What follows belongs to an exercise in optimizing a design on an open flow for small area, a short achievable clock period and few clock cycles; a production flow would make more cautious choices.
In this exercise RTL edits were held to simulation tests only and were not proved equivalent to the original.

== build 70 ==
// SNN
module SNN(
	clk,
	rst_n,
	in_valid,
	img,
	ker,
	weight,
	out_valid,
	out_data
);
For scale: ~38 I/O pins.
clock: 34.0 ns
lec_check: 0
cap_margin: 20
core_margin: 2
core_utilization: 75
cts_cluster_diameter: 120
cts_cluster_size: 20
place_density: 0.85
slew_margin: 20
standard.sh (not shown) runs the stock make flow with config.mk's settings and CLKGATE_MAP_FILE= SYNTH_SCRIPT=/design/flow/synth_recipe.tcl, a recipe that flattens the netlist after the stock synthesis.
==> flow/flow/run.sh <==
#!/bin/bash
# Layout flow: the standard synthesis and layout, with one extra step
# between them (flow/polarity.py) that removes inverters left between the
# full adders of the synthesized netlist (function unchanged, registers
# untouched), buffers on the ports of a fixed cell type, and timing repair
# aimed at a 7.85 ns period (the clock stays at the design's period).
set -euo pipefail
R=orfs/results/${FLOW_PLATFORM}/SNN/base

bash standard.sh synth > synth.log 2>&1

cp "$R/1_2_yosys.v" 1_2_yosys_standard.v
python3 flow/polarity.py 1_2_yosys_standard.v "$R/1_2_yosys.v" flow/cellinfo.json > polarity.log 2>&1
touch "$R/1_2_yosys.v"

bash standard.sh 'CTS_ARGS=-sink_clustering_enable -repair_clock_nets -sink_clustering_size 20 -sink_clustering_max_diameter 120 -dont_use_dummy_load' 'BUFFER_PORTS_ARGS=-buffer_cell sky130_fd_sc_hd__buf_2' SETUP_SLACK_MARGIN=26.15 finish > layout.log 2>&1
Other scripts of this flow, unchanged in this note and not shown: flow/flow/cellinfo.json, flow/flow/polarity.py
Build 70 finished every step from synthesis to the final layout, and the layout passed the timing, design-rule and antenna checks.
Testbench counts of build 70, summed over its fixed seeds: cycles 24,960.
Input-level comparison between build 96 and build 70:
# build 70
export LEC_CHECK = 0
export CAP_MARGIN = 20
export CORE_MARGIN = 2
export CORE_UTILIZATION = 75
export CTS_CLUSTER_DIAMETER = 120
export CTS_CLUSTER_SIZE = 20
export PLACE_DENSITY = 0.85
export SLEW_MARGIN = 20
create_clock -name core_clock -period 34.0 [get_ports {clk}]
# build 96
export LEC_CHECK = 0
export CAP_MARGIN = 20
export CORE_MARGIN = 2
export CORE_UTILIZATION = 65
export CTS_CLUSTER_DIAMETER = 120
export CTS_CLUSTER_SIZE = 20
export PLACE_DENSITY = 0.75
export SLEW_MARGIN = 20
create_clock -name core_clock -period 34.0 [get_ports {clk}]
==> flow/flow/run.sh <==
#!/bin/bash
# Layout flow: the standard synthesis and layout, with one extra step
# between them (flow/polarity.py) that removes inverters left between the
# full adders of the synthesized netlist (function unchanged, registers
# untouched), buffers on the ports of a fixed cell type, and timing repair
# aimed at a 7.9 ns period (the clock stays at the design's period).
set -euo pipefail
R=orfs/results/${FLOW_PLATFORM}/SNN/base

bash standard.sh synth > synth.log 2>&1

cp "$R/1_2_yosys.v" 1_2_yosys_standard.v
python3 flow/polarity.py 1_2_yosys_standard.v "$R/1_2_yosys.v" flow/cellinfo.json > polarity.log 2>&1
touch "$R/1_2_yosys.v"

bash standard.sh 'BUFFER_PORTS_ARGS=-buffer_cell sky130_fd_sc_hd__buf_4' SETUP_SLACK_MARGIN=26.15 finish > layout.log 2>&1
Findings:
- Taking build 70 as the reference, in build 96 setup slack down 0.0058 ns; area used by sequential logic in the layout stayed essentially flat; clock period minus final worst setup slack up 0.0058 ns; synthesized area roughly the same.
diff inputs: build 96 => build 17
==> flow/flow/run.sh <==
#!/bin/bash
# Layout flow: the standard synthesis and layout, with one extra step
# between them (flow/polarity.py) that removes inverters left between the
# full adders of the synthesized netlist (function unchanged, registers
# untouched), buffers on the ports of a fixed cell type, and timing repair
# aimed at a 7.85 ns period (the clock stays at the design's period).
set -euo pipefail
R=orfs/results/${FLOW_PLATFORM}/SNN/base

bash standard.sh synth > synth.log 2>&1

cp "$R/1_2_yosys.v" 1_2_yosys_standard.v
python3 flow/polarity.py 1_2_yosys_standard.v "$R/1_2_yosys.v" flow/cellinfo.json > polarity.log 2>&1
touch "$R/1_2_yosys.v"

bash standard.sh 'CTS_ARGS=-sink_clustering_enable -repair_clock_nets -sink_clustering_size 20 -sink_clustering_max_diameter 120 -dont_use_dummy_load' 'BUFFER_PORTS_ARGS=-buffer_cell sky130_fd_sc_hd__buf_4' SETUP_SLACK_MARGIN=26.15 finish > layout.log 2>&1
## What came out
For final hold slack, build 96 and build 17 come out practically identical. Final design area excluding fillers ends up higher on build 96. Between build 17 and build 96, the global-route wire length before repair does not differ in any meaningful way. [build 17 vs build 96] worst setup slack after layout: higher in build 17. Build 96 → build 17: height of the die saw little to no change; part of the cycle the worst path needs level.
Edits applied to the flow inputs when going from build 17 to build 45:
# build 17
export LEC_CHECK = 0
export CAP_MARGIN = 20
export CORE_MARGIN = 2
export CORE_UTILIZATION = 65
export CTS_CLUSTER_DIAMETER = 120
export CTS_CLUSTER_SIZE = 20
export PLACE_DENSITY = 0.75
export SLEW_MARGIN = 20
create_clock -name core_clock -period 34.0 [get_ports {clk}]
# build 45
export LEC_CHECK = 0
export CAP_MARGIN = 20
export CORE_MARGIN = 2
export CORE_UTILIZATION = 75
export CTS_CLUSTER_DIAMETER = 120
export CTS_CLUSTER_SIZE = 20
export PLACE_DENSITY = 0.85
export SLEW_MARGIN = 20
create_clock -name core_clock -period 34.0 [get_ports {clk}]
-- flow/flow/run.sh --
<<< build 17, line 14
touch "$R/1_2_yosys.v"

bash standard.sh 'CTS_ARGS=-sink_clustering_enable -repair_clock_nets -sink_clustering_size 20 -sink_clustering_max_diameter 120 -dont_use_dummy_load' 'BUFFER_PORTS_ARGS=-buffer_cell sky130_fd_sc_hd__buf_4' SETUP_SLACK_MARGIN=26.15 finish > layout.log 2>&1
>>> build 45, line 14
touch "$R/1_2_yosys.v"

bash standard.sh 'BUFFER_PORTS_ARGS=-buffer_cell sky130_fd_sc_hd__buf_2' SETUP_SLACK_MARGIN=26.15 finish > layout.log 2>&1
### Flow results
- Build 45 finished all stages; the layout is clean.
- For build 17, the timing endpoint of the critical path was out_data[4], unlike build 45, where it was out_data[3].
- Looking only at wire length, and setting everything else aside, the lower value of build 17 and build 45 goes to build 45.
- | design area | lower: build 45 |
- Build 17 → build 45: maximum frequency level; setup TNS barely changed.
- For worst clock skew, build 45 and build 17 come out practically identical.

afterwards: timing with drivers on the ports:
How much do the figures lean on ideal ports? The routed layouts below were timed once more, with nothing changed but the port constraints. Step 1: set_driving_cell puts a clkbuf_16 on clk and a buf_2 on each other input, an assumption about the parent block. Step 2 also shifts input and output timing later by t, the mid clock arrival at the registers, as if the neighbouring blocks saw the same clock. Three values: ideal, step 1, step 2; two values: the first two.
run	t, ns	slack for setup (ns)	worst register clock-pin slew, ns	worst slew at a driven data input, ns
build 70	0.608	26.125 / 26.064 / 25.804	0.11 / 0.11	0.04
build 96	0.623	26.119 / 26.058 / 25.698	0.10 / 0.10	0.04
build 17	0.616	26.125 / 26.063 / 25.683	0.10 / 0.10	0.04
build 45	0.612	26.122 / 26.065 / 25.803	0.11 / 0.11	0.04
After both steps setup and hold are still met in every run listed. For build 17, which loses most, drivers alone change the setup slack by -0.062 ns; drivers and shift together by -0.442 ns.
